Source: an optimization exercise on an open RTL-to-GDS flow (aim: small area). Production flows keep margins and buffers that such runs may drop.
The RTL was checked by simulation tests, not by an equivalence proof against the original design.
No activity file was given, so power comes from the tool's default toggle rates.

===== flow/flow/run.sh =====
#!/bin/bash
# Layout flow: the standard ORFS flow (standard.sh) with these changes:
#  - synthesis is ORFS's synthesis through synth_recipe.tcl, except that ABC
#    maps with an area-oriented script (flow/area.abc) instead of ORFS's
#    speed script (flow/abc_wrap.tcl swaps the script), and adders are left
#    to ABC instead of being mapped to the library's adder cells
#    (ADDER_MAP_FILE empty); registers, their names and cell types are
#    untouched;
#  - the port buffers that global placement inserts are the smallest buffer
#    (buf_1);
#  - clock tree synthesis runs without dummy loads.
# Each tool's full output is kept in standard.log (ORFS keeps its per-step
# logs under orfs/logs).
set -euo pipefail
here=$PWD
cat >> config.mk <<'EOC'
export ADDER_MAP_FILE =
export BUFFER_PORTS_ARGS = -buffer_cell sky130_fd_sc_hd__buf_1
export CTS_ARGS = -sink_clustering_enable -repair_clock_nets -sink_clustering_size 30 -sink_clustering_max_diameter 100 -dont_use_dummy_load
EOC
cat flow/abc_wrap.tcl synth_recipe.tcl > area_synth.tcl
export FLOW_ABC_SCRIPT=$here/flow/area.abc
sed "s#SYNTH_SCRIPT=[^ ]*synth_recipe.tcl#SYNTH_SCRIPT=$here/area_synth.tcl#" standard.sh > area_standard.sh
grep -q "SYNTH_SCRIPT=$here/area_synth.tcl" area_standard.sh
bash area_standard.sh > standard.log 2>&1

===== flow/flow/abc_wrap.tcl =====
# Map with an area-oriented ABC script instead of ORFS's speed script.
proc abc {args} {
  set i [lsearch -exact $args -script]
  if { $i >= 0 } { lset args [expr { $i + 1 }] $::env(FLOW_ABC_SCRIPT) }
  yosys abc {*}$args
}

===== flow/flow/area.abc =====
strash
dc2
dc2
dc2
dc2
dc2
dch -f
&get -n
&nf -a -R 1000
&put

===== flow/standard.sh =====
#!/bin/bash
# synth_recipe.tcl (not shown) runs the flow's synth.tcl, then flattens the netlist and writes it again
# the make line also repeats each setting of config.mk as NAME=value (left out here)
make -C /OpenROAD-flow-scripts/flow DESIGN_CONFIG=/design/flow/config.mk WORK_HOME=/design/flow/orfs CLKGATE_MAP_FILE= SYNTH_SCRIPT=/design/flow/synth_recipe.tcl "${@:-finish}"

===== flow/config.mk =====
export PLATFORM = sky130hd
export DESIGN_NAME = tresholding
export DESIGN_NICKNAME = tresholding
export VERILOG_FILES = /design/flow/design.v
export SDC_FILE = /design/flow/constraint.sdc
export NUM_CORES = 4
export LEC_CHECK = 0
export CAP_MARGIN = 0
export CORE_MARGIN = 2
export CORE_UTILIZATION = 60
export PLACE_DENSITY = 0.75
export SETUP_SLACK_MARGIN = 0
export SLEW_MARGIN = 0
export ADDER_MAP_FILE =
export BUFFER_PORTS_ARGS = -buffer_cell sky130_fd_sc_hd__buf_1
export CTS_ARGS = -sink_clustering_enable -repair_clock_nets -sink_clustering_size 30 -sink_clustering_max_diameter 100 -dont_use_dummy_load

===== flow/constraint.sdc =====
create_clock -name core_clock -period 8.0 [get_ports {clk}]
set_input_delay 1.6000 -clock core_clock [delete_from_list [all_inputs] [get_ports {clk}]]
set_output_delay 1.6000 -clock core_clock [all_outputs]
set_load 0.01 [all_outputs]

===== flow/design.v =====
`timescale 1ns / 1ps
module tresholding #
(
    parameter ADC_WIDTH = 14
)
(
    input                                   clk,
    input                                   rst,
    input  signed [ADC_WIDTH-1:0]           detail_level,
    input  [31:0]                           gpio_cfg,
    input  [31:0]                           gpio_cfg_2,
    input  [27:0]                           multresult,
    output [ADC_WIDTH-1:0]                  threshold_detail_level,
    output [ADC_WIDTH-1:0]                  median_out,
    output [ADC_WIDTH-1:0]                  threshold_out_dbg,
    output [5:0]                            universal_threshold_constant_level_1,
    output [5:0]                            universal_threshold_constant_level_2,
    output [31:0]                           window_len,
    output                                  window_len_valid,
    output                                  denoise_lvl_1,
    output                                  denoise_lvl_2,
    output                                  reconsruct_lvl_2
);
    wire [16:0] window_size_cfg = gpio_cfg_2[16:0];
    wire        soft_or_hard    = gpio_cfg[31];
    wire        one_time_lock   = gpio_cfg[17];
    wire        release_median  = gpio_cfg[18];
    wire        denoised_en     = gpio_cfg[14];
    assign universal_threshold_constant_level_1 = gpio_cfg[30:25];
    assign universal_threshold_constant_level_2 = gpio_cfg[24:19];
    assign denoise_lvl_1    = gpio_cfg[14];
    assign denoise_lvl_2    = gpio_cfg[15];
    assign reconsruct_lvl_2 = gpio_cfg[16];
    assign window_len       = {15'd0, window_size_cfg};
    assign window_len_valid = 1'b1;
    assign threshold_out_dbg = multresult[17:4];
    wire [13:0] dabs = detail_level[13] ? (14'd0 - detail_level) : detail_level;
    reg  [7:0]  ge;         
    reg         bs_ge;      
    wire [10:0] bs_median_nx;
    reg  [10:0] bs_median;
    always @(posedge clk) begin
        ge[0] <= |dabs[13:3];
        ge[1] <= |dabs[13:4];
        ge[2] <= |dabs[13:5];
        ge[3] <= |dabs[13:6];
        ge[4] <= |dabs[13:7];
        ge[5] <= |dabs[13:8];
        ge[6] <= |dabs[13:9];
        ge[7] <= |dabs[13:10];
        bs_ge <= dabs >= {3'd0, bs_median_nx};
    end
    reg  [16:0] rst_cnt;
    wire        wend = (rst_cnt == 17'd0);
    reg         ms_not_first;
    reg  [4:0]  vpipe;       
    always @(posedge clk) begin
        if (rst)
            rst_cnt <= 17'd0;
        else if (wend | ~denoised_en)
            rst_cnt <= window_size_cfg;
        else
            rst_cnt <= rst_cnt - 17'd1;
    end
    always @(posedge clk) begin
        if (rst) begin
            ms_not_first <= 1'b0;
            vpipe        <= 5'd0;
        end else begin
            ms_not_first <= 1'b1;
            vpipe        <= {vpipe[3:0], ms_not_first & wend};
        end
    end
    reg  [17:0] cnt_all;
    reg  [17:0] cnt_ge [0:7];
    reg  [2:0]  y_all;           
    reg  [1:0]  y_ge [0:7];
    reg  [7:0]  a_or_b;
    reg  [2:0]  ph;              
    reg         cancel;          
    reg  [17:0] run_min;
    reg  [2:0]  run_idx;
    wire        young  = (y_all != 3'd4);
    wire        frozen = (ph == 3'd1) || (ph == 3'd2) || (ph == 3'd3);
    wire        start_long = (ph == 3'd0) & wend & ~young;
    wire        cnt_clr = ~frozen & wend & young;
    wire        cnt_en  = ~frozen & ~wend;
    wire [2:0]  y_all_nx = wend ? 3'd0 : ((y_all == 3'd4) ? 3'd4 : y_all + 3'd1);
    wire [1:0]  y_ge_nx [0:7];
    wire [7:0]  smid;
    wire [7:0]  sa_nx;
    genvar k;
    generate
        for (k = 0; k < 8; k = k + 1) begin : srch
            assign sa_nx[k] = {y_ge[k], 1'b0} >= y_all;
            assign smid[k] = (y_all[1:0] == 2'd2) ? (y_ge[k] == 2'd1) :
                             (y_all[1:0] == 2'd3) ? (y_ge[k] == 2'd1 || y_ge[k] == 2'd2) : 1'b1;
            assign y_ge_nx[k] = wend ? 2'd0 : y_ge[k] + {1'd0, ge[k]};
            always @(posedge clk) begin
                y_ge[k] <= y_ge_nx[k];
                if (ph == 3'd3)
                    cnt_ge[k] <= {16'd0, y_ge_nx[k]};
                else if (cnt_clr)
                    cnt_ge[k] <= 18'd0;
                else
                    cnt_ge[k] <= cnt_ge[k] + {17'd0, ge[k] & cnt_en};
            end
        end
    endgenerate
    always @(posedge clk) begin
        y_all <= y_all_nx;
        if (ph == 3'd3)
            cnt_all <= {15'd0, y_all_nx};
        else if (cnt_clr)
            cnt_all <= 18'd0;
        else
            cnt_all <= cnt_all + {17'd0, cnt_en};
    end
    always @(posedge clk) begin
        if (rst)
            ph <= 3'd0;
        else if (ph == 3'd0)
            ph <= start_long ? 3'd1 : 3'd0;
        else
            ph <= (ph == 3'd4) ? 3'd0 : ph + 3'd1;
    end
    reg  [17:0] lb0, lb1;
    always @(*) begin
        case (ph[1:0])
            2'd0:    begin lb0 = cnt_ge[0]; lb1 = cnt_ge[1]; end
            2'd1:    begin lb0 = cnt_ge[2]; lb1 = cnt_ge[3]; end
            2'd2:    begin lb0 = cnt_ge[4]; lb1 = cnt_ge[5]; end
            default: begin lb0 = cnt_ge[6]; lb1 = cnt_ge[7]; end
        endcase
    end
    wire [19:0] ly0 = {1'b0, lb0, 1'b0} + {2'b11, ~cnt_all};
    wire [19:0] ly1 = {1'b0, lb1, 1'b0} + {2'b11, ~cnt_all};
    wire [19:0] lu0 = ly0 + 20'd1;
    wire [19:0] lu1 = ly1 + 20'd1;
    wire        lw0 = lb0 > cnt_all;
    wire        lw1 = lb1 > cnt_all;
    wire        la0 = lw0 ? (~lu0[19] & lu0[18]) : ~lu0[19];
    wire        la1 = lw1 ? (~lu1[19] & lu1[18]) : ~lu1[19];
    wire [17:0] ld0 = la0 ? lu0[17:0] : ~ly0[17:0];
    wire [17:0] ld1 = la1 ? lu1[17:0] : ~ly1[17:0];
    wire        lc  = ld0 <= ld1;
    wire [17:0] lpd = lc ? ld0 : ld1;
    wire [2:0]  lpi = {ph[1:0], ~lc};
    reg  [17:0] pair_min;
    reg  [2:0]  pair_idx;
    wire        pair_lt = pair_min < run_min;
    always @(posedge clk) begin
        pair_min <= lpd;
        pair_idx <= lpi;
        if ((ph == 3'd1) || pair_lt) begin
            run_min <= pair_min;
            run_idx <= pair_idx;
        end
    end
    wire [17:0] fin_min = pair_lt ? pair_min : run_min;
    wire [2:0]  fin_idx = pair_lt ? pair_idx : run_idx;
    always @(posedge clk) begin
        if (ph == 3'd0)
            cancel <= 1'b0;
        else if (wend)
            cancel <= 1'b1;
    end
    always @(posedge clk) begin
        if (start_long || (frozen && !cancel)) begin
            a_or_b[{ph[1:0], 1'b0}] <= la0;
            a_or_b[{ph[1:0], 1'b1}] <= la1;
        end
        if (wend && young)
            a_or_b <= sa_nx;
    end
    reg  [2:0]  i30;
    always @(*) begin
        casez (smid)
            8'b???????1: i30 = 3'd0;
            8'b??????10: i30 = 3'd1;
            8'b?????100: i30 = 3'd2;
            8'b????1000: i30 = 3'd3;
            8'b???10000: i30 = 3'd4;
            8'b??100000: i30 = 3'd5;
            8'b?1000000: i30 = 3'd6;
            8'b10000000: i30 = 3'd7;
            default:     i30 = 3'd0;
        endcase
    end
    wire        min_le1 = |smid;
    reg  [3:0]  pd1, pd2, pd3, pd4, pd5;
    always @(posedge clk) begin
        pd1 <= {i30, min_le1};
        pd2 <= pd1;
        pd3 <= pd2;
        pd4 <= pd3;
        pd5 <= (ph == 3'd4) ? {fin_idx, fin_min[13:1] == 13'd0} : pd4;
    end
    wire        min_valid = vpipe[4];
    wire [2:0]  min_index = pd5[3:1];
    wire        min_flag  = pd5[0];
    localparam IDLE = 2'd0, CAL1 = 2'd1, CAL2 = 2'd2, CAVG = 2'd3;
    reg  [1:0]  state;
    reg         lock_median;
    reg  [2:0]  sidx;           
    reg         sa;             
    reg         reset_median;
    reg         bs_not_first;
    reg         iter_nz;
    reg  [3:0]  rcode;          
    reg  [10:0] flow;           
    reg         mm_flag;        
    reg  [13:0] prev_bsd;
    reg  [10:0] med;
    wire        go = min_valid & ~lock_median & (state == IDLE);
    wire [10:0] smi = 11'd8 << sidx;
    wire        reset_bs = (state == CAVG) & ~lock_median;
    wire [10:0] half_rng = (rcode == 4'd0) ? 11'd0 : (11'd1 << (rcode - 4'd1));
    wire [10:0] mid = flow | half_rng;
    assign bs_median_nx = rst ? 11'd0 : (reset_bs ? mid : bs_median);
    always @(posedge clk) begin
        if (rst)
            state <= IDLE;
        else case (state)
            IDLE: if (go) state <= CAL1;
            CAL1: state <= CAL2;
            CAL2: state <= CAVG;
            default: state <= IDLE;
        endcase
    end
    always @(posedge clk) begin
        if (min_valid)
            sidx <= min_index;
        if (go)
            sa <= a_or_b[min_index];
    end
    always @(posedge clk) begin
        if (rst)
            reset_median <= 1'b0;
        else if (min_valid & iter_nz) begin
            if (state == CAL1)
                reset_median <= 1'b0;
            if ((state == IDLE) && (sidx != min_index))
                reset_median <= 1'b1;
        end
    end
    always @(posedge clk) begin
        if (state == CAL1) begin
            if (~reset_median & bs_not_first) begin
                iter_nz <= 1'b1;
                rcode   <= rcode - 4'd1;
                if (bsa)
                    flow <= bs_median;
            end else begin
                iter_nz <= 1'b0;
                rcode   <= {1'b0, sidx} + 4'd2 + {3'd0, sa};
                flow    <= (sa ? 11'd8 : 11'd4) << sidx;
            end
        end
        if (rst)
            iter_nz <= 1'b0;
    end
    always @(posedge clk) begin
        if (rst)
            bs_not_first <= 1'b0;
        else if (state == CAL1)
            bs_not_first <= 1'b1;
    end
    reg  [17:0] bs_big, bs_sml;
    wire        bs_hold = go | (state == CAL1) | (state == CAL2);
    wire        bs_clr  = (min_valid | reset_bs) & ~bs_hold;
    wire [18:0] bsx = {1'b0, bs_big} - {1'b0, bs_sml};
    wire        bsa = ~bsx[18];
    wire [13:0] bsd = bsa ? bsx[13:0] : (14'd0 - bsx[13:0]);
    always @(posedge clk) begin
        if (rst | bs_clr) begin
            bs_big <= 18'd0;
            bs_sml <= 18'd0;
        end else if (!bs_hold) begin
            if (bs_ge)
                bs_big <= bs_big + 18'd1;
            else
                bs_sml <= bs_sml + 18'd1;
        end
    end
    always @(posedge clk) begin
        if (go)
            mm_flag <= min_flag;
    end
    always @(posedge clk) begin
        if (state == CAL1) begin
            if (reset_median | ~bs_not_first) begin
                med      <= smi;
                prev_bsd <= {3'd0, smi};
            end
        end
        if (state == CAL2) begin
            if ((iter_nz && bsd == 14'd0) || bsd == 14'd1) begin
                lock_median <= 1'b1;
                med         <= bs_median;
            end else if (mm_flag) begin
                lock_median <= 1'b1;
                med         <= smi;
            end else if (rcode == 4'd0) begin
                lock_median <= 1'b1;
            end else if (iter_nz && !(prev_bsd < bsd)) begin
                med      <= bs_median;
                prev_bsd <= bsd;
            end
        end
        if (rst) begin
            lock_median <= 1'b0;
            med         <= 11'd0;
        end
    end
    always @(posedge clk) begin
        bs_median <= bs_median_nx;
    end
    assign median_out = {3'd0, med};
    wire lock_median_posedge = lock_median & (state == CAVG);
    reg         lock_threshold;
    reg  [13:0] thr_pos;
    always @(posedge clk) begin
        if (rst)
            lock_threshold <= 1'b0;
        else if (lock_median_posedge && one_time_lock)
            lock_threshold <= 1'b1;
        else if (release_median)
            lock_threshold <= 1'b0;
    end
    always @(posedge clk) begin
        if (~lock_threshold)
            thr_pos <= multresult[17:4];
    end
    reg  [13:0] soft_r, hard_r, thr_out;
    wire        dneg = detail_level[13];
    wire [14:0] thr_x = {thr_pos[13], thr_pos} ^ {15{~dneg}};
    wire [14:0] tsum  = {detail_level[13], detail_level} + thr_x + {14'd0, ~dneg};
    wire        tsum_lo0 = (tsum[13:0] == 14'd0);
    wire        p_min = (thr_pos == 14'h2000);
    wire        pass = dneg ? (tsum_lo0 | (tsum[14] & ~p_min)) : ~tsum[14];
    always @(posedge clk) begin
        soft_r  <= pass ? tsum[13:0] : 14'd0;
        hard_r  <= pass ? detail_level : 14'd0;
        thr_out <= soft_or_hard ? soft_r : hard_r;
    end
    assign threshold_detail_level = thr_out;
endmodule

==> results of run 1 <==
[layout make-up]
type,instances,area [um^2],area share
timing repair buffer,172,958,0.0405
sequential,442,9490,0.401
tap,461,577,0.0244
clock buffer,19,475,0.0201
multi-input combinational,1912,11800,0.499
inverter,93,353,0.0149
[how the worst max path moves through the flow]
stage / endpoint / depth (start not counted)
2_1_floorplan: pair_min[14]$_DFF_P_ / 42
3_3_place_gp: pair_min[5]$_DFF_P_ / 40
4_1_cts: pair_min[1]$_DFF_P_ / 43
5_1_grt: pair_min[16]$_DFF_P_ / 40
3_5_place_dp: pair_min[1]$_DFF_P_ / 40
6_report: pair_min[16]$_DFF_P_ / 41
[placed cells by master (no fill, tap or decap), types with 66 or more instances in the layout]
cell      count
buf_1       106
a21oi_1     248
nand2_1     167
clkinv_1     91
and3_1       75
xnor2_1     142
dfxtp_1     377
nor3_1      159
and2_0       66
o21ai_0     116
o21a_1       67
nor2_1      280
[metrics by stage]
stage / utilization / hold slack (ns) / instance area (um^2) / setup WS (ns)
detailed placement: 0.636 / 0.312 / 22700 / -0.0347
CTS: 0.650 / 0.338 / 23200 / 0.0000915
finish: 0.664 / 0.332 / 23700 / 0.208
floorplan: - / 0.310 / 21900 / 0.0347
global placement: 0.636 / 0.314 / 22700 / 0.151
global route: 0.664 / 0.341 / 23700 / -0.177
[cells by family (layout without fill, tap and decap cells)]
family	Yosys count	in the layout	synth area share
simple gates	933	933	0.207
compound gates	678	678	0.192
flops	442	442	0.436
xor+xnor	213	213	0.0870
buf+inv	158	284	0.0385
mux	49	49	0.0296
fa+ha+maj	20	20	0.00921
other cells	2	19	0.000345
[flip-flops by register name, summed over array words and instances (netlist names), 5 cells and up]
| signal | count |
|---|---|
| bs_median | 11 |
| prev_bsd | 14 |
| ge | 8 |
| y_ge | 16 |
| thr_out | 14 |
| cnt_all | 18 |
| thr_pos | 14 |
| bs_sml | 18 |
| bs_big | 18 |
| cnt_ge | 144 |
| pair_min | 18 |
| vpipe | 5 |
| flow | 11 |
| hard_r | 14 |
| med | 11 |
| run_min | 18 |
| rst_cnt | 17 |
| soft_r | 14 |
| a_or_b | 8 |
[timing repair]
action	in CTS	in global routing
cloned	0	2
resized for setup	0	63
setup buffers	3	26
endpoints found under the setup margin	10	18
pin swaps	2	34
[report_power, final]
part | internal [mW] | switching (mW)
sequential | 2.86 | 0.396
clock | 0.430 | 0.657
combinational | 3.17 | 3.73
total | 6.46 | 4.78
[layer usage]
metal | routed length, um | vias to the layer above
li1 | - | 9150
met1 | 22300 | 8689
met2 | 23600 | 456
met3 | 2610 | 72
met4 | 1080 | 0
met5 | 0 | -
==> flow_metrics.tcl, run 1 <==
set metrics [dict create \
    irDropWorstVdd_v 0.000710 \
    fin_crit_sh 0.974 \
    globalRouteOverflowTotal 0 \
    worstSetupStartpointType "flip-flop" \
    drt-total-wl_um 49600 \
    slowest_stage "dfxtp_4" \
    wl_per_cell_um 16.0 \
    maxSlewViolCount 0 \
    whs_path_depth 0 \
    critPathKind "flip-flop to flip-flop" \
    cts_buffers 19 \
    power_mw 11.2 \
    synth_ff_type "dfxtp_1" \
    worst_pin_slew_ns 1.26 \
    initial_core_util 0.610 \
    finalHoldViolCount 0 \
    setup_viol 0 \
    relSlewSlack 0.158 \
    antenna_found_initial 1 \
    cts_tree "done" \
    h-tree-depth 1 \
    grt_max_degree 163 \
    area_growth_syn_to_layout_pct 8.87 \
    dpl.hpwl_um 35900 \
    cellPowerDensity_mw_per_mm2 475 \
    crit_fanout 9 \
    maxCapViolCount 0 \
    synthTopCellsByArea "dfxtp_1 (35%), edfxtp_1 (8.7%), a21oi_1 (6.0%)" \
    endpoint_kind "flip-flop" \
    dieArea_mm2 0.0378 \
    fin_skew_ns 0.0645 \
    nNetsFinal 2748 \
    gr-usage-met1 0.344 \
    drtAntennaViolNets 0 \
    clock_path_buffers 3 \
    dp.cells 3049 \
    critPathLaunch "ph[0]$_SDFF_PP0_" \
    cts-root-buf "clkbuf_16" \
    synth_warnings 3 \
    use_met2 0.430 \
    vias 18367 \
    top_usage_layer "met2" \
    synth_commonest_cells "dfxtp_1 (379), nor2_1 (284), a21oi_1 (260)" \
    io_pins 198 \
    max_stage_delay_ns 0.41 \
    synth_edf_count 63 \
    synthCells 2495 \
    critical_path.most_common_cell "maj3_2" \
    drt_iter0_drc 1428 \
    portBuffers 107 \
    outcome "complete, no violations" \
    r2r-start "ph[0]$_SDFF_PP0_" \
    grt_use_total 0.253 \
    yosysTopAreaCellShare 0.349 \
    grt_pass1_wl_um 80900 \
    yosysUniqueCellTypes 66 \
    drc 0 \
    required_ns 8.43 \
    firstDrtPassIters 25 \
    fillCellCount 2968 \
    drive_gt1_frac 0.0622 \
    clk_latency_ns 0.56 \
    hold_end "pd2[1]$_DFF_P_" \
    cp_top_family "compound AO/OA/AOI/OAI gates" \
    fp.dieW_um 194 \
    ff2ff_setup_slack_ns 0.21 \
    critPathArrivalTime_ns 8.23 \
    fmax_ghz 0.128 \
    p_leak_nw 8.88 \
    die-height_um 194 \
    synth_area_leader_cell "dfxtp_1" \
    hp-class "flip-flop to flip-flop" \
    rr_endpoint "pair_min[16]$_DFF_P_" \
    fin_cells 3099 \
    post-route-min-period_ns 7.79 \
    rows 69 \
    setup_tns_ns 0 \
    cts.clk_slew.worst_paths_ns 0.11 \
    synth_area_mm2 0.0217 \
    vias_per_cell 5.93 \
    cp_num_buf_inv 2 \
    diodes 0 \
    ys_ff_latch 442 \
    hold_start "pd1[1]$_SDFF_PN0_" \
    grt_pass1_vias 17000 \
    syn_area_per_cell_um2 8.72 \
    cts_num_sinks 442 \
    yosysMostFrequentCell "dfxtp_1" \
    coreArea_mm2 0.0357 \
    use_met3 0.0262 \
    ctsHoldBuffers 0 \
    r2r_cells 41 \
    ys_seq_area_frac 0.436 \
    synthArstFlopShare 0 \
    gp_congestion 0.880 \
]
==> inputs of run 2 (changes only) <==
--- a/flow/config.mk
+++ b/flow/config.mk
@@ -9,3 +9,3 @@
 export CORE_MARGIN = 2
-export CORE_UTILIZATION = 60
+export CORE_UTILIZATION = 66
 export PLACE_DENSITY = 0.75
==> run 2 against run 1 <==
Largest cell class unchanged. Power is 6.1% higher. Area after synthesis stayed put. Clock power hardly changed.
==> flow_metrics.tcl, run 2 <==
set metrics [dict create \
    largest_register_ffs 144 \
    maxSlewViolCount 0 \
    irDropWorstVdd_v 0.000845 \
    area_growth_syn_to_layout_pct 9.00 \
    final_common_cell "dfxtp_1" \
    use_met3 0.0272 \
    cts_num_sinks 442 \
    dp_slack_ns -0.0595 \
    synth_edf_count 63 \
    cts_buffers 19 \
    portBuffers 107 \
    post-route-min-period_ns 7.72 \
    top_register "cnt_ge" \
    yosysTopAreaCellShare 0.349 \
    cts_tree "done" \
    drt-total-wl_um 49700 \
    use_met2 0.506 \
    drc 0 \
    rows 66 \
    worst_pin_slew_ns 1.21 \
    vias 18364 \
    critical_path.most_common_cell "maj3_2" \
    final_cell_mix "dfxtp_1 (377), nor2_1 (280), a21oi_1 (250), nand2_1 (167), nor3_1 (158)" \
    yosysMostFrequentCell "dfxtp_1" \
    outcome "complete, no violations" \
    ys_seq_area_frac 0.436 \
    fmax_ghz 0.129 \
    fin_crit_sh 0.966 \
    nNetsFinal 2752 \
    synthArstFlopShare 0 \
    synthTopCellsByArea "dfxtp_1 (35%), edfxtp_1 (8.7%), a21oi_1 (6.0%)" \
    diodes 0 \
    slowest_stage "mux4_2" \
    relSlewSlack 0.182 \
    grt_max_degree 163 \
    vias_per_cell 5.95 \
    ctsHoldBuffers 0 \
    fin_skew_ns 0.0736 \
    required_ns 8.46 \
    die-height_um 186 \
    cts-root-buf "clkbuf_16" \
    globalRouteOverflowTotal 0 \
    gr-usage-met1 0.369 \
    fp.dieW_um 186 \
    coreArea_mm2 0.0325 \
    top_usage_layer "met2" \
    finalHoldViolCount 0 \
    firstDrtPassIters 8 \
    gp_congestion 0.853 \
    rsz0062_at_grt "yes" \
    maxCapViolCount 0 \
    endpoint_kind "flip-flop" \
    cts.clk_slew.worst_paths_ns 0.11 \
    io_pins 198 \
    grt_use_total 0.283 \
    grt_pass1_wl_um 80300 \
    synth_commonest_cells "dfxtp_1 (379), nor2_1 (284), a21oi_1 (260)" \
    setup_tns_ns 0 \
    dieArea_mm2 0.0344 \
    drt_iter0_drc 1510 \
    p_leak_nw 8.92 \
    antenna_found_initial 0 \
    wl_per_cell_um 16.1 \
    clock_path_buffers 3 \
    drtAntennaViolNets 0 \
    synthCells 2495 \
    synth_ff_type "dfxtp_1" \
    setup_viol 0 \
    drive_gt1_frac 0.0643 \
    grt_pass1_vias 17001 \
    critPathArrivalTime_ns 8.18 \
    cellPowerDensity_mw_per_mm2 503 \
    crit_fanout 7 \
    max_stage_delay_ns 0.56 \
    hp-class "flip-flop to flip-flop" \
    dpl.hpwl_um 35900 \
    synth_warnings 3 \
    clk_latency_ns 0.56 \
    worstSetupStartpointType "flip-flop" \
    critPathKind "flip-flop to flip-flop" \
    layout_setup_ws_ns 0.276 \
    synth_area_mm2 0.0217 \
    h-tree-depth 1 \
    yosysUniqueCellTypes 66 \
    synth_area_leader_cell "dfxtp_1" \
    initial_core_util 0.670 \
    ys_ff_latch 442 \
    syn_area_per_cell_um2 8.72 \
]
## run 2: cell counts after synthesis
Identical to the previous run, type by type.
## run 2: through the flow
stage                util  std cells  hold slack, ns  area, um^2  total power [mW]
detailed placement  0.700       3038           0.313       22700              9.11
finish              0.730       3084           0.337       23700              11.9
global route        0.730       3084           0.344       23700              12.7
CTS                 0.718       3064           0.337       23300              10.7
global placement    0.700       3038           0.311       22700              8.91
floorplan               -       2512           0.310       21900              7.69
## run 2: area by class of cell
cell class                      count  area [um^2]
Multi-Input combinational cell   1912        11800
Sequential cell                   442         9490
Fill cell                        2549         8750
Timing Repair Buffer              176         1020
Tap cell                          442          553
Clock buffer                       19          475
Inverter                           93          353
## run 2: final timing paths
check,startpoint,end,slack (ns),depth (start not counted)
setup / recovery,ph[1]$_SDFF_PP0_,pair_min[12]$_DFF_P_,0.28,42
hold / removal,pd2[0]$_DFF_P_,pd3[0]$_DFF_P_,0.34,0
setup reg to reg,ph[1]$_SDFF_PP0_,pair_min[12]$_DFF_P_,0.28,42
hold reg to reg,pd2[0]$_DFF_P_,pd3[0]$_DFF_P_,0.34,0
## run 2: cells by family (layout without fill, tap and decap cells)
group,count (synthesis),count (layout),synth area share
flops,442,442,0.436
simple gates,933,933,0.207
fa+ha+maj,20,20,0.00921
other cells,2,19,0.000345
compound gates,678,678,0.192
mux,49,49,0.0296
buf+inv,158,288,0.0385
xor+xnor,213,213,0.0870
## run 2: per-layer routing
metal,part of all wire,up-vias
met4,0.019,0
met3,0.050,72
li1,-,9168
met5,0,-
met2,0.49,490
met1,0.44,8634
## run 2: repair_timing
| item | in CTS | in global routing |
|---|---|---|
| setup endpoints to repair | 17 | 18 |
| resized for setup | 4 | 66 |
| setup buffers | 6 | 18 |
| pin swaps | 5 | 34 |
| gates cloned | 1 | 2 |
## run 2: report_power, final
group	switching, mW	total, mW	internal [mW]
Clock	0.662	1.09	0.430
Sequential	0.400	3.26	2.86
Combinational	4.00	7.57	3.57
Total	5.06	11.9	6.86
## run 2: critical path, delay by kind of cell (launching register included)
kind,cells,cell delay (ns)
fa+ha+maj,7,2.35
compound gates,18,2.26
simple gates,10,1.27
mux,1,0.56
flops,1,0.43
buf+inv,4,0.41
xor+xnor,2,0.36
==> inputs of run 3 (changes only) <==
--- a/flow/config.mk
+++ b/flow/config.mk
@@ -9,5 +9,5 @@
 export CORE_MARGIN = 2
-export CORE_UTILIZATION = 66
-export PLACE_DENSITY = 0.75
-export SETUP_SLACK_MARGIN = 0
+export CORE_UTILIZATION = 60
+export PLACE_DENSITY = 0.65
+export SETUP_SLACK_MARGIN = 0.1
 export SLEW_MARGIN = 0
==> run 3 against run 2 <==
First-iteration DRC count is 33% lower. Die area is 9.8% higher. Clock power hardly changed. Utilization is 6.4 points lower. Sequential share of layout area is 0.11 points lower. Critical path depth stayed put. Critical endpoint is now pair_min[10]$_DFF_P_. Largest cell class unchanged.
==> flow_metrics.tcl, run 3 <==
set metrics [dict create \
    yosysTopAreaCellShare 0.349 \
    required_ns 8.41 \
    globalRouteOverflowTotal 0 \
    cts-root-buf "clkbuf_16" \
    cts_buffers 19 \
    synth_area_leader_cell "dfxtp_1" \
    cts_tree "done" \
    nNetsFinal 2752 \
    p_leak_nw 8.91 \
    maxSlewViolCount 0 \
    yosysMostFrequentCell "dfxtp_1" \
    fin_skew_ns 0.0507 \
    critical_path.most_common_cell "maj3_2" \
    yosysUniqueCellTypes 66 \
    cts_num_sinks 442 \
    finalHoldViolCount 0 \
    final_common_cell "dfxtp_1" \
    largest_register_ffs 144 \
    dieArea_mm2 0.0378 \
    worst_hold_slack_ns 0.338 \
    diodes 0 \
    crit_fanout 7 \
    dpl.hpwl_um 35800 \
    synth_area_mm2 0.0217 \
    synthArstFlopShare 0 \
    gp_congestion 0.845 \
    cellPowerDensity_mw_per_mm2 500 \
    rows 69 \
    initial_core_util 0.610 \
    vias_per_cell 5.87 \
    io_pins 198 \
    grt_pass1_vias 16700 \
    clk_latency_ns 0.56 \
    syn_area_per_cell_um2 8.72 \
    area_growth_syn_to_layout_pct 9.30 \
    worstSetupStartpointType "flip-flop" \
    slowest_stage "mux4_2" \
    post-route-min-period_ns 7.74 \
    rsz0062_at_grt "yes" \
    grt_pass1_wl_um 80500 \
    synth_commonest_cells "dfxtp_1 (379), nor2_1 (284), a21oi_1 (260)" \
    critPathKind "flip-flop to flip-flop" \
    setup_viol 0 \
    ys_ff_latch 442 \
    power_mw 11.9 \
    worst_pin_slew_ns 1.22 \
    h-tree-depth 1 \
    fp.dieW_um 194 \
    portBuffers 107 \
    fin_crit_sh 0.968 \
    drt-total-wl_um 49300 \
    max_stage_delay_ns 0.56 \
    grt_use_total 0.252 \
    ctsHoldBuffers 0 \
    die-height_um 194 \
    wl_per_cell_um 15.9 \
    relSlewSlack 0.181 \
    synth_edf_count 63 \
    synthTopCellsByArea "dfxtp_1 (35%), edfxtp_1 (8.7%), a21oi_1 (6.0%)" \
    layout_setup_ws_ns 0.257 \
    drt_iter0_drc 1018 \
    drtAntennaViolNets 0 \
    top_register "cnt_ge" \
    firstDrtPassIters 27 \
    drc 0 \
    dp_slack_ns -0.0511 \
    ys_seq_area_frac 0.436 \
    final_cell_mix "dfxtp_1 (377), nor2_1 (279), a21oi_1 (248), nand2_1 (162), nor3_1 (159)" \
    endpoint_kind "flip-flop" \
    clock_path_buffers 3 \
    hp-class "flip-flop to flip-flop" \
    drive_gt1_frac 0.0700 \
    critPathArrivalTime_ns 8.15 \
    synth_warnings 3 \
    synth_ff_type "dfxtp_1" \
    antenna_found_initial 0 \
    grt_max_degree 163 \
    fmax_ghz 0.129 \
    coreArea_mm2 0.0357 \
    cts.clk_slew.worst_paths_ns 0.11 \
    vias 18209 \
    synthCells 2495 \
    outcome "complete, no violations" \
    maxCapViolCount 0 \
    irDropWorstVdd_v 0.000729 \
]
==> run 3: cell counts after synthesis <==
Identical to the previous run, type by type.
==> run 3: metrics by stage <==
| stage | util | instance area [um^2] | setup TNS (ns) | std cells |
|---|---|---|---|---|
| 3_3_place_gp | 0.638 | 22800 | 0 | 3057 |
| 6_report | 0.667 | 23800 | 0 | 3103 |
| 3_5_place_dp | 0.638 | 22800 | -0.216 | 3057 |
| 5_1_grt | 0.667 | 23800 | -0.561 | 3103 |
| 4_1_cts | 0.655 | 23300 | 0 | 3082 |
| 2_1_floorplan | - | 21900 | 0 | 2512 |
==> run 3: area by class of cell <==
type | instances | area [um^2]
multi-input combinational | 1912 | 11900
clock buffer | 19 | 475
fill | 3048 | 11900
tap | 461 | 577
sequential | 442 | 9490
inverter | 93 | 353
timing repair buffer | 176 | 991
==> run 3: path summary, 6_finish.rpt <==
path / from / to / slack, ns / depth (start not counted)
max: ph[1]$_SDFF_PP0_ / pair_min[10]$_DFF_P_ / 0.26 / 42
min: pd1[2]$_SDFF_PN0_ / pd2[2]$_DFF_P_ / 0.34 / 0
max reg2reg: ph[1]$_SDFF_PP0_ / pair_min[10]$_DFF_P_ / 0.26 / 42
min reg2reg: pd1[2]$_SDFF_PN0_ / pd2[2]$_DFF_P_ / 0.34 / 0
==> run 3: layer usage <==
metal  vias to the layer above  wire length [um]  track usage
met4                         0              1100       0.0578
met5                         -                 0            0
met2                       358             23500        0.436
met3                        70              2030       0.0226
li1                       9177                 -            -
met1                      8604             22700        0.344
==> run 3: power by group <==
part           internal (mW)  leakage, nW  switching, mW  total (mW)
registers               2.86         3.73          0.395        3.25
clock network          0.430        0.234          0.661        1.09
logic                   3.50         4.94           4.04        7.54
==> run 3: critical path: cells and delay by family (launching register included) <==
family | cells | cell delay [ns]
adder cells (fa/ha/maj) | 7 | 2.33
AO/OA/AOI/OAI | 18 | 2.31
AND/OR/NAND/NOR | 9 | 0.94
buffers and inverters | 5 | 0.64
multiplexers | 1 | 0.56
flip-flops | 1 | 0.43
XOR/XNOR | 2 | 0.40
==> run 3: logic make-up (layout without fill, tap and decap cells) <==
| group | count (synthesis) | in the layout | share of synthesized area |
|---|---|---|---|
| compound gates | 678 | 678 | 0.192 |
| xor+xnor | 213 | 213 | 0.0870 |
| fa+ha+maj | 20 | 20 | 0.00921 |
| buf+inv | 158 | 288 | 0.0385 |
| flops | 442 | 442 | 0.436 |
| mux | 49 | 49 | 0.0296 |
| other cells | 2 | 19 | 0.000345 |
| simple gates | 933 | 933 | 0.207 |
==> run 3: repair_timing <==
item                       CTS  global route
resized for setup            6            80
pin swaps                    5            37
gates cloned                 1             1
setup endpoints to repair   17            18
setup buffers                5            20
==> inputs of run 4 (changes only) <==
--- a/flow/flow/run.sh
+++ b/flow/flow/run.sh
@@ -10,3 +10,4 @@
 #    (buf_1);
-#  - clock tree synthesis runs without dummy loads.
+#  - clock tree synthesis runs without dummy loads, with clkbuf_8 below a
+#    clkbuf_16 root.
 # Each tool's full output is kept in standard.log (ORFS keeps its per-step
@@ -18,3 +19,3 @@
 export BUFFER_PORTS_ARGS = -buffer_cell sky130_fd_sc_hd__buf_1
-export CTS_ARGS = -sink_clustering_enable -repair_clock_nets -sink_clustering_size 30 -sink_clustering_max_diameter 100 -dont_use_dummy_load
+export CTS_ARGS = -sink_clustering_enable -repair_clock_nets -sink_clustering_size 20 -sink_clustering_max_diameter 70 -buf_list sky130_fd_sc_hd__clkbuf_8 -root_buf sky130_fd_sc_hd__clkbuf_16 -dont_use_dummy_load
 EOC
--- a/flow/config.mk
+++ b/flow/config.mk
@@ -10,4 +10,4 @@
 export CORE_UTILIZATION = 60
-export PLACE_DENSITY = 0.65
-export SETUP_SLACK_MARGIN = 0.1
+export PLACE_DENSITY = 0.75
+export SETUP_SLACK_MARGIN = 0
 export SLEW_MARGIN = 0
@@ -15,2 +15,2 @@
 export BUFFER_PORTS_ARGS = -buffer_cell sky130_fd_sc_hd__buf_1
-export CTS_ARGS = -sink_clustering_enable -repair_clock_nets -sink_clustering_size 30 -sink_clustering_max_diameter 100 -dont_use_dummy_load
+export CTS_ARGS = -sink_clustering_enable -repair_clock_nets -sink_clustering_size 20 -sink_clustering_max_diameter 70 -buf_list sky130_fd_sc_hd__clkbuf_8 -root_buf sky130_fd_sc_hd__clkbuf_16 -dont_use_dummy_load
==> run 4 against run 3 <==
Sequential share of layout area rose by 0.063 points. Die area unchanged. Critical endpoint unchanged. Critical path depth did not move. Power shrank 3.8%. Synthesized cell count did not move. Critical path type unchanged. Combinational power down 6.4%. Still clean. Cell count rose by 0.32%.
==> flow_metrics.tcl, run 4 <==
set metrics [dict create \
    synthArstFlopShare 0 \
    syn_area_per_cell_um2 8.72 \
    p_leak_nw 8.92 \
    critPathKind "flip-flop to flip-flop" \
    synth_commonest_cells "dfxtp_1 (379), nor2_1 (284), a21oi_1 (260)" \
    wl_per_cell_um 16.1 \
    maxSlewViolCount 0 \
    slowest_stage "mux4_2" \
    grt_pass1_wl_um 81900 \
    hp-class "flip-flop to flip-flop" \
    grt_pass1_vias 17178 \
    gp_congestion 0.880 \
    area_growth_syn_to_layout_pct 9.13 \
    synth_edf_count 63 \
    vias_per_cell 5.90 \
    ys_seq_area_frac 0.436 \
    cts.clk_slew.worst_paths_ns 0.11 \
    final_area_mm2 0.0237 \
    critPathArrivalTime_ns 8.16 \
    fin_util 0.666 \
    endpoint_kind "flip-flop" \
    synth_ff_type "dfxtp_1" \
    fin_crit_sh 0.973 \
    place_area_mm2 0.0227 \
    ctsHoldBuffers 0 \
    initial_core_util 0.610 \
    setup_tns_ns 0 \
    nNetsFinal 2762 \
    cts_num_sinks 442 \
    cts-root-buf "clkbuf_16" \
    drt_iter0_drc 1350 \
    fp.dieW_um 194 \
    antenna_found_initial 1 \
    io_pins 198 \
    drtAntennaViolNets 0 \
    synthCells 2495 \
    portBuffers 107 \
    outcome "complete, no violations" \
    cellPowerDensity_mw_per_mm2 482 \
    drive_gt1_frac 0.0713 \
    yosysMostFrequentCell "dfxtp_1" \
    post-route-min-period_ns 7.78 \
    crit_fanout 13 \
    worstSetupStartpointType "flip-flop" \
    synth_area_leader_cell "dfxtp_1" \
    final_common_cell "dfxtp_1" \
    dp_slack_ns -0.0347 \
    final_cell_mix "dfxtp_1 (377), nor2_1 (279), a21oi_1 (247), nand2_1 (166), nor3_1 (159)" \
    irDropWorstVdd_v 0.000720 \
    finalHoldViolCount 0 \
    ys_ff_latch 442 \
    rows 69 \
    clk_latency_ns 0.53 \
    synth_area_mm2 0.0217 \
    critical_path.most_common_cell "maj3_2" \
    relSlewSlack 0.181 \
    ff2ff_setup_slack_ns 0.22 \
    largest_register_ffs 144 \
    fin_skew_ns 0.0850 \
    regArea_mm2 0.00949 \
    grt_use_total 0.258 \
    top_register "cnt_ge" \
    firstDrtPassIters 25 \
    vias 18379 \
    worst_pin_slew_ns 1.21 \
    yosysTopAreaCellShare 0.349 \
    yosysUniqueCellTypes 66 \
    die-height_um 194 \
    drt-total-wl_um 50100 \
    fmax_ghz 0.129 \
    required_ns 8.38 \
    worst_hold_slack_ns 0.316 \
    dpl.hpwl_um 35900 \
    globalRouteOverflowTotal 0 \
    drc 0 \
    clock_path_buffers 3 \
    setup_viol 0 \
    diodes 0 \
    cts_buffers 34 \
    synth_warnings 3 \
    layout_setup_ws_ns 0.219 \
    grt_max_degree 163 \
    dieArea_mm2 0.0378 \
    synthTopCellsByArea "dfxtp_1 (35%), edfxtp_1 (8.7%), a21oi_1 (6.0%)" \
    cts_tree "done" \
    fillCellCount 2967 \
    max_stage_delay_ns 0.58 \
    coreArea_mm2 0.0357 \
    maxCapViolCount 0 \
    multi_input_area_mm2 0.0119 \
    h-tree-depth 2 \
]
==> run 4: cell counts after synthesis <==
Identical to the previous run, type by type.
==> run 4: metrics by stage <==
stage / total power [mW] / cells
2_1_floorplan: 7.69 / 2512
3_3_place_gp: 8.87 / 3049
3_5_place_dp: 9.10 / 3049
4_1_cts: 10.8 / 3094
5_1_grt: 12.3 / 3113
6_report: 11.4 / 3113
==> run 4: timing repair <==
| action | in CTS | in global routing |
|---|---|---|
| endpoints found under the setup margin | 17 | 18 |
| resized for setup | 12 | 62 |
| setup buffers | 10 | 20 |
| pin swaps | 7 | 37 |
| cloned | 1 | 0 |
==> run 4: routing by layer <==
layer  part of all wire  track usage
met3              0.054       0.0321
met4              0.025       0.0826
met1               0.44        0.344
met2               0.48        0.436
met5                  0            0
==> run 4: worst paths after layout <==
| check | start | endpoint | cells past startpoint |
|---|---|---|---|
| max | ph[1]$_SDFF_PP0_ | pair_min[10]$_DFF_P_ | 42 |
| min | pd1[1]$_SDFF_PN0_ | pd2[1]$_DFF_P_ | 0 |
| max reg2reg | ph[1]$_SDFF_PP0_ | pair_min[10]$_DFF_P_ | 42 |
| min reg2reg | pd1[1]$_SDFF_PN0_ | pd2[1]$_DFF_P_ | 0 |
==> run 4: critical path: cells and delay by family, from the launching register on <==
family / cells / cell delay (ns)
AO/OA/AOI/OAI: 18 / 2.31
XOR/XNOR: 2 / 0.33
adder cells (fa/ha/maj): 7 / 2.28
buffers and inverters: 4 / 0.38
flip-flops: 1 / 0.44
multiplexers: 1 / 0.58
AND/OR/NAND/NOR: 10 / 1.30
==> run 4: power by group <==
part           internal, mW  switching [mW]  total [mW]
logic                  3.23            3.82        7.06
registers              2.86           0.395        3.26
clock network         0.441           0.683        1.12
total                  6.54            4.90        11.4
==> run 4: final cells by class <==
cell class,instances,share of cell area
Inverter,93,0.0149
Multi-Input combinational cell,1912,0.500
Tap cell,461,0.0243
Sequential cell,442,0.400
Timing Repair Buffer,171,0.0394
Clock buffer,34,0.0221
==> run 4: kinds of logic (layout without fill, tap and decap cells) <==
family	count (synthesis)	count (layout)	share of synthesized area
simple gates	933	933	0.207
mux	49	49	0.0296
other cells	2	19	0.000345
xor+xnor	213	213	0.0870
fa+ha+maj	20	20	0.00921
flops	442	442	0.436
buf+inv	158	298	0.0385
compound gates	678	678	0.192
==> inputs of run 5 (changes only) <==
--- a/flow/flow/run.sh
+++ b/flow/flow/run.sh
@@ -19,3 +19,3 @@
 export BUFFER_PORTS_ARGS = -buffer_cell sky130_fd_sc_hd__buf_1
-export CTS_ARGS = -sink_clustering_enable -repair_clock_nets -sink_clustering_size 20 -sink_clustering_max_diameter 70 -buf_list sky130_fd_sc_hd__clkbuf_8 -root_buf sky130_fd_sc_hd__clkbuf_16 -dont_use_dummy_load
+export CTS_ARGS = -sink_clustering_enable -repair_clock_nets -sink_clustering_size 16 -sink_clustering_max_diameter 60 -buf_list sky130_fd_sc_hd__clkbuf_8 -root_buf sky130_fd_sc_hd__clkbuf_16 -dont_use_dummy_load
 EOC
--- a/flow/config.mk
+++ b/flow/config.mk
@@ -15,2 +15,2 @@
 export BUFFER_PORTS_ARGS = -buffer_cell sky130_fd_sc_hd__buf_1
-export CTS_ARGS = -sink_clustering_enable -repair_clock_nets -sink_clustering_size 20 -sink_clustering_max_diameter 70 -buf_list sky130_fd_sc_hd__clkbuf_8 -root_buf sky130_fd_sc_hd__clkbuf_16 -dont_use_dummy_load
+export CTS_ARGS = -sink_clustering_enable -repair_clock_nets -sink_clustering_size 16 -sink_clustering_max_diameter 60 -buf_list sky130_fd_sc_hd__clkbuf_8 -root_buf sky130_fd_sc_hd__clkbuf_16 -dont_use_dummy_load
==> run 5 against run 4 <==
Area after synthesis stayed put. Worst setup slack lost 0.11 ns. Combinational power shrank 1%. Cell count unchanged. Critical path type unchanged.
==> flow_metrics.tcl, run 5 <==
set metrics [dict create \
    outcome "complete, no violations" \
    drive_gt1_frac 0.0701 \
    cellPowerDensity_mw_per_mm2 480 \
    synth_area_leader_cell "dfxtp_1" \
    final_cell_mix "dfxtp_1 (377), nor2_1 (280), a21oi_1 (247), nand2_1 (167), nor3_1 (158)" \
    coreArea_mm2 0.0357 \
    globalRouteOverflowTotal 0 \
    drtAntennaViolNets 0 \
    drt-total-wl_um 50200 \
    p_comb_frac 0.610 \
    initial_core_util 0.610 \
    clkPwrFrac 0.104 \
    synth_commonest_cells "dfxtp_1 (379), nor2_1 (284), a21oi_1 (260)" \
    required_ns 8.42 \
    synthCells 2495 \
    grt_max_degree 163 \
    final_common_cell "dfxtp_1" \
    largest_register_ffs 144 \
    yosysTopAreaCellShare 0.349 \
    diodes 0 \
    grt_pass1_vias 17094 \
    maxSlewViolCount 0 \
    p_int_mw 6.53 \
    yosysMostFrequentCell "dfxtp_1" \
    clock_path_buffers 3 \
    synthArstFlopShare 0 \
    syn_area_per_cell_um2 8.72 \
    portBuffers 107 \
    cp_top_family "compound AO/OA/AOI/OAI gates" \
    power.net_switching_mw 4.87 \
    final_area_mm2 0.0237 \
    switching_share 0.427 \
    firstDrtPassIters 24 \
    synthTopCellsByArea "dfxtp_1 (35%), edfxtp_1 (8.7%), a21oi_1 (6.0%)" \
    fin_crit_sh 0.986 \
    dieArea_mm2 0.0378 \
    cts_num_sinks 442 \
    rows 69 \
    yosysUniqueCellTypes 66 \
    crit_fanout 8 \
    post-route-min-period_ns 7.89 \
    seqPwrFrac 0.286 \
    critPathArrivalTime_ns 8.31 \
    synth_ff_type "dfxtp_1" \
    drc 0 \
    slowest_stage "mux4_2" \
    drt_iter0_drc 1300 \
    synth_area_mm2 0.0217 \
    die-height_um 194 \
    max_stage_delay_ns 0.58 \
    vias 18411 \
    relSlewSlack 0.189 \
    ys_ff_latch 442 \
    nNetsFinal 2762 \
    fin_skew_ns 0.0670 \
    finalHoldViolCount 0 \
    cts_buffers 38 \
    regArea_mm2 0.00949 \
    irDropWorstVdd_v 0.000694 \
    fillCellCount 2976 \
    area_growth_syn_to_layout_pct 9.19 \
    cts_tree "done" \
    wl_per_cell_um 16.1 \
    synth_warnings 3 \
    critical_path.most_common_cell "maj3_2" \
    grt_use_total 0.258 \
    worst_hold_slack_ns 0.331 \
    ys_seq_area_frac 0.436 \
    gp_congestion 0.880 \
    cts-root-buf "clkbuf_16" \
    synth_edf_count 63 \
    io_pins 198 \
    cts.clk_slew.worst_paths_ns 0.09 \
    setup_viol 0 \
    ctsHoldBuffers 0 \
    critPathKind "flip-flop to flip-flop" \
    maxCapViolCount 0 \
    grt_pass1_wl_um 81700 \
    ff2ff_setup_slack_ns 0.11 \
    hp-class "flip-flop to flip-flop" \
    clk_latency_ns 0.55 \
    place_area_mm2 0.0227 \
    fin_cells 3113 \
    rsz0062_at_grt "yes" \
    cp_num_buf_inv 2 \
    fmax_ghz 0.127 \
    worst_pin_slew_ns 1.21 \
    worstSetupStartpointType "flip-flop" \
    p_leak_nw 8.93 \
    h-tree-depth 2 \
    dp.cells 3049 \
    dpl.hpwl_um 35900 \
    top_register "cnt_ge" \
    antenna_found_initial 1 \
    setup_tns_ns 0 \
    fp.dieW_um 194 \
    multi_input_area_mm2 0.0118 \
    fin_util 0.666 \
    endpoint_kind "flip-flop" \
    vias_per_cell 5.91 \
]
run 5: cell counts after synthesis:
No cell type changed its count.
run 5: final timing paths:
path,cells after the start,end,from
min reg2reg,0,pd4[1]$_DFF_P_,pd3[1]$_DFF_P_
max,40,pair_min[16]$_DFF_P_,ph[1]$_SDFF_PP0_
min,0,pd4[1]$_DFF_P_,pd3[1]$_DFF_P_
max reg2reg,40,pair_min[16]$_DFF_P_,ph[1]$_SDFF_PP0_
run 5: power by group through the flow:
| stage | combinational [mW] | sequential (mW) | clock, mW |
|---|---|---|---|
| 6_report | 6.96 | 3.26 | 1.19 |
| 5_1_grt | 7.63 | 3.33 | 1.30 |
| 4_1_cts | 5.83 | 3.25 | 1.23 |
| 3_5_place_dp | 5.80 | 3.30 | 0 |
| 3_3_place_gp | 5.60 | 3.27 | 0 |
| 2_1_floorplan | 4.49 | 3.20 | 0 |
run 5: logic make-up (layout without fill, tap and decap cells):
family	Yosys count	count (layout)	synth area share
mux	49	49	0.0296
buf+inv	158	298	0.0385
simple gates	933	933	0.207
xor+xnor	213	213	0.0870
compound gates	678	678	0.192
fa+ha+maj	20	20	0.00921
flops	442	442	0.436
other cells	2	19	0.000345
run 5: final cells by class:
type / count / area share
clock buffer: 38 / 0.0244
inverter: 93 / 0.0149
multi-input combinational: 1912 / 0.498
sequential: 442 / 0.399
tap: 461 / 0.0243
timing repair buffer: 167 / 0.0386
run 5: per-stage QoR:
step	power [mW]	setup slack, ns
after floorplan	7.69	0.0347
after detailed placement	9.10	-0.0347
after global routing	12.3	-0.262
after global placement	8.87	0.151
final	11.4	0.113
after CTS	10.3	0.00131
run 5: routing by layer:
metal / track usage / part of all wire / vias to the layer above
li1: - / - / 9172
met1: 0.346 / 0.45 / 8667
met2: 0.434 / 0.47 / 484
met3: 0.0382 / 0.052 / 88
met4: 0.0786 / 0.023 / 0
met5: 0 / 0 / -
run 5: timing repair:
item / in CTS / in global routing
resized for setup: 1 / 67
pin swaps: 2 / 32
setup endpoints to repair: 16 / 18
buffers inserted: 4 / 20
gates cloned: 0 / 2
==> inputs of run 6 (changes only) <==
--- a/flow/design.v
+++ b/flow/design.v
@@ -41,2 +41,4 @@
     reg  [10:0] bs_median;
+    wire        go;             
+    reg  [17:0] bs_big, bs_all;  
     always @(posedge clk) begin
@@ -76,3 +78,3 @@
     reg  [2:0]  y_all;           
-    reg  [1:0]  y_ge [0:7];
+    reg  [2:0]  y_ge [0:7];
     reg  [7:0]  a_or_b;
@@ -82,3 +84,3 @@
     reg  [2:0]  run_idx;
-    wire        young  = (y_all != 3'd4);
+    wire        young  = (y_all != 3'd5);
     wire        frozen = (ph == 3'd1) || (ph == 3'd2) || (ph == 3'd3);
@@ -87,5 +89,5 @@
     wire        cnt_en  = ~frozen & ~wend;
-    wire [2:0]  y_all_nx = wend ? 3'd0 : ((y_all == 3'd4) ? 3'd4 : y_all + 3'd1);
-    wire [1:0]  y_ge_nx [0:7];
-    wire [7:0]  smid;
+    wire [2:0]  y_all_nx = wend ? 3'd0 : ((y_all == 3'd5) ? 3'd5 : y_all + 3'd1);
+    wire [2:0]  y_ge_nx [0:7];
+    wire [7:0]  smid, salt;
     wire [7:0]  sa_nx;
@@ -94,6 +96,8 @@
         for (k = 0; k < 8; k = k + 1) begin : srch
-            assign sa_nx[k] = {y_ge[k], 1'b0} >= y_all;
-            assign smid[k] = (y_all[1:0] == 2'd2) ? (y_ge[k] == 2'd1) :
-                             (y_all[1:0] == 2'd3) ? (y_ge[k] == 2'd1 || y_ge[k] == 2'd2) : 1'b1;
-            assign y_ge_nx[k] = wend ? 2'd0 : y_ge[k] + {1'd0, ge[k]};
+            assign sa_nx[k] = {y_ge[k], 1'b0} >= {1'b0, y_all};
+            assign smid[k] = (y_all == 3'd2) ? (y_ge[k] == 3'd1) :
+                             (y_all == 3'd3) ? (y_ge[k] == 3'd1 || y_ge[k] == 3'd2) :
+                             (y_all == 3'd4) ? (y_ge[k] == 3'd2) : 1'b1;
+            assign salt[k] = (y_ge[k] == 3'd1) || (y_ge[k] == 3'd3);
+            assign y_ge_nx[k] = wend ? 3'd0 : y_ge[k] + {2'd0, ge[k]};
             always @(posedge clk) begin
@@ -101,3 +105,3 @@
                 if (ph == 3'd3)
-                    cnt_ge[k] <= {16'd0, y_ge_nx[k]};
+                    cnt_ge[k] <= {15'd0, y_ge_nx[k]};
                 else if (cnt_clr)
@@ -127,5 +131,6 @@
     reg  [17:0] lb0, lb1;
+    wire [17:0] lt0 = go ? bs_all : cnt_all;
     always @(*) begin
         case (ph[1:0])
-            2'd0:    begin lb0 = cnt_ge[0]; lb1 = cnt_ge[1]; end
+            2'd0:    begin lb0 = go ? bs_big : cnt_ge[0]; lb1 = cnt_ge[1]; end
             2'd1:    begin lb0 = cnt_ge[2]; lb1 = cnt_ge[3]; end
@@ -135,3 +140,3 @@
     end
-    wire [19:0] ly0 = {1'b0, lb0, 1'b0} + {2'b11, ~cnt_all};
+    wire [19:0] ly0 = {1'b0, lb0, 1'b0} + {2'b11, ~lt0};
     wire [19:0] ly1 = {1'b0, lb1, 1'b0} + {2'b11, ~cnt_all};
@@ -139,3 +144,3 @@
     wire [19:0] lu1 = ly1 + 20'd1;
-    wire        lw0 = lb0 > cnt_all;
+    wire        lw0 = lb0 > lt0;
     wire        lw1 = lb1 > cnt_all;
@@ -175,5 +180,6 @@
     end
+    wire [7:0]  ssel = (|smid) ? smid : ((y_all == 3'd4) ? salt : 8'd0);
     reg  [2:0]  i30;
     always @(*) begin
-        casez (smid)
+        casez (ssel)
             8'b???????1: i30 = 3'd0;
@@ -211,2 +217,4 @@
     reg  [10:0] flow;           
+    reg  [13:0] bsd;            
+    reg         bsa;            
     reg         mm_flag;        
@@ -214,3 +222,3 @@
     reg  [10:0] med;
-    wire        go = min_valid & ~lock_median & (state == IDLE);
+    assign      go = min_valid & ~lock_median & (state == IDLE);
     wire [10:0] smi = 11'd8 << sidx;
@@ -268,8 +276,3 @@
     end
-    reg  [17:0] bs_big, bs_sml;
-    wire        bs_hold = go | (state == CAL1) | (state == CAL2);
-    wire        bs_clr  = (min_valid | reset_bs) & ~bs_hold;
-    wire [18:0] bsx = {1'b0, bs_big} - {1'b0, bs_sml};
-    wire        bsa = ~bsx[18];
-    wire [13:0] bsd = bsa ? bsx[13:0] : (14'd0 - bsx[13:0]);
+    wire        bs_clr = min_valid | reset_bs;
     always @(posedge clk) begin
@@ -277,8 +280,6 @@
             bs_big <= 18'd0;
-            bs_sml <= 18'd0;
-        end else if (!bs_hold) begin
-            if (bs_ge)
-                bs_big <= bs_big + 18'd1;
-            else
-                bs_sml <= bs_sml + 18'd1;
+            bs_all <= 18'd0;
+        end else begin
+            bs_big <= bs_big + {17'd0, bs_ge};
+            bs_all <= bs_all + 18'd1;
         end
@@ -286,4 +287,7 @@
     always @(posedge clk) begin
-        if (go)
+        if (go) begin
+            bsd     <= ld0[13:0];
+            bsa     <= la0;
             mm_flag <= min_flag;
+        end
     end
==> flow/run.sh (new file) <==
#!/bin/bash
# synth_recipe.tcl (not shown) runs the flow's synth.tcl, then flattens the netlist and writes it again
# the make line also repeats each setting of config.mk as NAME=value (left out here)
make -C /OpenROAD-flow-scripts/flow DESIGN_CONFIG=/design/flow/config.mk WORK_HOME=/design/flow/orfs CLKGATE_MAP_FILE= SYNTH_SCRIPT=/design/flow/synth_recipe.tcl finish
==> flow/config.mk (replaced) <==
export PLATFORM = sky130hd
export DESIGN_NAME = tresholding
export DESIGN_NICKNAME = tresholding
export VERILOG_FILES = /design/flow/design.v
export SDC_FILE = /design/flow/constraint.sdc
export NUM_CORES = 4
export LEC_CHECK = 0
export CAP_MARGIN = 20
export CORE_MARGIN = 2
export CORE_UTILIZATION = 60
export CTS_CLUSTER_DIAMETER = 100
export CTS_CLUSTER_SIZE = 30
export PLACE_DENSITY = 0.75
export SLEW_MARGIN = 20
removed: flow/flow/run.sh
removed: flow/flow/abc_wrap.tcl
removed: flow/flow/area.abc
removed: flow/standard.sh
==> run 6 against run 5 <==
Global-route usage is 3.9 points higher. Register-to-register slack gained 0.32 ns. Clock skew down 0.035 ns. Count of clock-buffer cells in the layout is 12 lower. Combinational power down 24%. Power down 12%. Largest cell class unchanged. Highest routed layer unchanged.
==> flow_metrics.tcl, run 6 <==
set metrics [dict create \
    fin_crit_sh 0.945 \
    irDropWorstVdd_v 0.000230 \
    yosysTopAreaCellShare 0.279 \
    largestRegisters "cnt_ge x144, y_ge x24" \
    rows 78 \
    muxShareOfSynthArea 0.0292 \
    grt_pass1_vias 22083 \
    setup_viol 0 \
    critPathLaunch "state[0]$_SDFFE_PP0P_" \
    max_stage_delay_ns 0.45 \
    antenna_found_initial 0 \
    r2r_cells 32 \
    synth_warnings 3 \
    final_area_mm2 0.0302 \
    worstSetupStartpointType "flip-flop" \
    vias_per_cell 6.03 \
    grt_max_degree 78 \
    relSlewSlack 0.307 \
    synthTopCellsByArea "dfxtp_1 (28%), ha_1 (9.9%), edfxtp_1 (8.4%)" \
    dr_wl_met3_um 3640 \
    maxSlewViolCount 0 \
    outcome "complete, no violations" \
    drtAntennaViolNets 0 \
    synth_xor_area_frac 0.0940 \
    layout_setup_ws_ns 0.437 \
    h-tree-depth 1 \
    grt_use_total 0.298 \
    coreArea_mm2 0.0455 \
    cts_buffers 21 \
    final_common_cell "dfxtp_1" \
    cp_num_buf_inv 6 \
    synth_top_family_by_area "simple AND/OR/NAND/NOR gates" \
    top_register "cnt_ge" \
    critPathArrivalTime_ns 7.99 \
    wl_met2_um 33500 \
    finalHoldViolCount 0 \
    vias 23138 \
    die-height_um 219 \
    portBuffers 107 \
    clock_path_buffers 3 \
    synth_ff_type "dfxtp_1" \
    rr_endpoint "pair_min[7]$_DFF_P_" \
    place_area_mm2 0.0293 \
    cts_tree "done" \
    dp_slack_ns 0.0195 \
    synth-simple-area-share 0.205 \
    ys_ff_latch 465 \
    drt_iter0_drc 1830 \
    synth_area_mm2 0.0278 \
    cts-root-buf "clkbuf_16" \
    fin_util 0.664 \
    ff2ff_setup_slack_ns 0.44 \
    crit_fanout 17 \
    worst_pin_slew_ns 1.04 \
    fp.dieW_um 219 \
    yosysMostFrequentCell "dfxtp_1" \
    synth_compound_area_frac 0.150 \
    p_leak_nw 12.7 \
    wl_met1_um 32800 \
    cp_num_cells 32 \
    dieArea_mm2 0.0480 \
    yosysUniqueCellTypes 96 \
    drive_gt1_frac 0.0652 \
    io_pins 198 \
    cellPowerDensity_mw_per_mm2 330 \
    synth_commonest_cells "dfxtp_1 (387), nor2_1 (373), nand2_1 (247)" \
    area_growth_syn_to_layout_pct 8.82 \
    synth_area_leader_cell "dfxtp_1" \
    hold_end "pd3[0]$_DFF_P_" \
    globalRouteOverflowTotal 0 \
    slowest_stage "mux2i_2" \
    wl_per_cell_um 18.8 \
    post-route-min-period_ns 7.56 \
    firstDrtPassIters 6 \
    clk_latency_ns 0.58 \
    synth-adder-area-share 0.101 \
    hp-class "flip-flop to flip-flop" \
    synthArstFlopShare 0 \
    r2r-start "state[0]$_SDFFE_PP0P_" \
    maxCapViolCount 0 \
    drc 0 \
    drt-total-wl_um 72300 \
    cts.clk_slew.worst_paths_ns 0.11 \
    whs_path_depth 0 \
    fin_skew_ns 0.0323 \
    critPathKind "flip-flop to flip-flop" \
    ys_seq_area_frac 0.363 \
    synth_edf_count 78 \
    syn_area_per_cell_um2 8.73 \
    final_cell_mix "dfxtp_1 (386), nor2_1 (372), nand2_1 (247), ha_1 (213), xnor2_1 (181)" \
    power_mw 9.98 \
    required_ns 8.42 \
    highest-signal-layer "met4" \
    synthCells 3178 \
    fillCellCount 3754 \
    cts_num_sinks 465 \
    hold_start "pd2[0]$_DFF_P_" \
    largest_register_ffs 144 \
    grt_pass1_wl_um 116000 \
    gp_congestion 0.946 \
    nNetsFinal 3556 \
    dpl.hpwl_um 55300 \
    fmax_ghz 0.132 \
    cp_top_family "compound AO/OA/AOI/OAI gates" \
    initial_core_util 0.610 \
    endpoint_kind "flip-flop" \
]
## run 6: changes by cell type after synthesis, sizes merged, moves of 93 or more
cell,delta
a21oi,-99
clkbuf,+93
ha,+219
inv,+157
nand3,+95
nor3,-96
## run 6: cells by family (layout without fill, tap and decap cells)
| logic type | after synthesis | count (layout) |
|---|---|---|
| adder cells (fa/ha/maj) | 222 | 222 |
| other | 2 | 20 |
| buffers and inverters | 347 | 387 |
| flip-flops | 465 | 465 |
| multiplexers | 74 | 74 |
| AO/OA/AOI/OAI | 607 | 607 |
| AND/OR/NAND/NOR | 1163 | 1163 |
| XOR/XNOR | 298 | 298 |
## run 6: worst max-delay path by stage
stage | to | slack, ns
after floorplan | pair_min[7]$_DFF_P_ | 0.01
after global placement | pair_min[7]$_DFF_P_ | 0.08
after detailed placement | pair_min[7]$_DFF_P_ | 0.02
after CTS | pair_min[7]$_DFF_P_ | 0.003
after global routing | pair_min[7]$_DFF_P_ | -0.009
final | pair_min[7]$_DFF_P_ | 0.44
## run 6: worst reg2reg max path: cells and delay by family (launching register included)
family	cells	cell delay, ns
AO/OA/AOI/OAI	12	2.67
AND/OR/NAND/NOR	10	1.98
buffers and inverters	6	0.98
adder cells (fa/ha/maj)	3	0.95
multiplexers	1	0.46
flip-flops	1	0.35
## run 6: final cells by class
class | count | area, um^2 | share of cell area
clock buffers | 26 | 544 | 0.0180
well taps | 600 | 751 | 0.0249
diodes | 1 | 2.50 | 0.0000828
multi-input cells | 2383 | 16300 | 0.541
flip-flops and latches | 465 | 10100 | 0.334
repair buffers | 195 | 1750 | 0.0580
clock inverters | 6 | 114 | 0.00377
inverters | 160 | 606 | 0.0200
## run 6: metrics by stage
step	instances	hold WS (ns)	TNS, ns
CTS	3832	0.339	0
global placement	3800	0.312	0
finish	3836	0.339	0
floorplan	3195	0.310	0
global route	3835	0.352	-0.00886
detailed placement	3800	0.312	0
## run 6: power by group
group          internal, mW  total [mW]  leakage, nW  switching (mW)
clock                 0.540        1.32        0.315           0.781
sequential             2.95        3.37         3.94           0.424
combinational          2.26        5.29         8.41            3.02
## run 6: repair_timing
action | CTS | global route
setup endpoints to repair | 2 | 18
pin swaps | 0 | 6
hold buffers | 0 | 0
cloned | 0 | 1
resized for setup | 3 | 44
buffers inserted | 0 | 2
## run 6: layer usage
metal  global-route usage  up-vias
met5                    0        -
li1                     -    11268
met1                0.417    11077
met2                0.489      669
met3               0.0262      124
met4               0.0887        0

==> separate check: timing with driven ports <==
The flow's constraints put no driver on any port. The routed layouts listed below were extracted and timed again, unchanged, in two steps.
Step 1 (the two cells are an assumption about what drives the block):
set clk [get_ports {clk}]
set_driving_cell -lib_cell sky130_fd_sc_hd__clkbuf_16 $clk
set_driving_cell -lib_cell sky130_fd_sc_hd__buf_2 [delete_from_list [all_inputs] $clk]
Step 2 moves the port delays by t, midway between the first and last clock arrival at a register: inputs arrive t later, outputs are due t later. That takes back most of the time a late clock gives input paths.
Slacks: no drivers / after step 1 / after step 2; pairs: no drivers / after step 1.
| run | shift t [ns] | setup slack, ns | pins driven straight from the clock port |
|---|---|---|---|
| run 1 | 0.586 | 0.208 / 0.208 / 0.208 | 1 |
| run 2 | 0.576 | 0.276 / 0.276 / 0.276 | 1 |
| run 3 | 0.584 | 0.257 / 0.257 / 0.257 | 1 |
| run 4 | 0.545 | 0.219 / 0.219 / 0.219 | 1 |
| run 5 | 0.575 | 0.113 / 0.113 / 0.113 | 1 |
| run 6 | 0.621 | 0.437 / 0.437 / 0.437 | 1 |
After both steps every run listed still meets setup and hold.
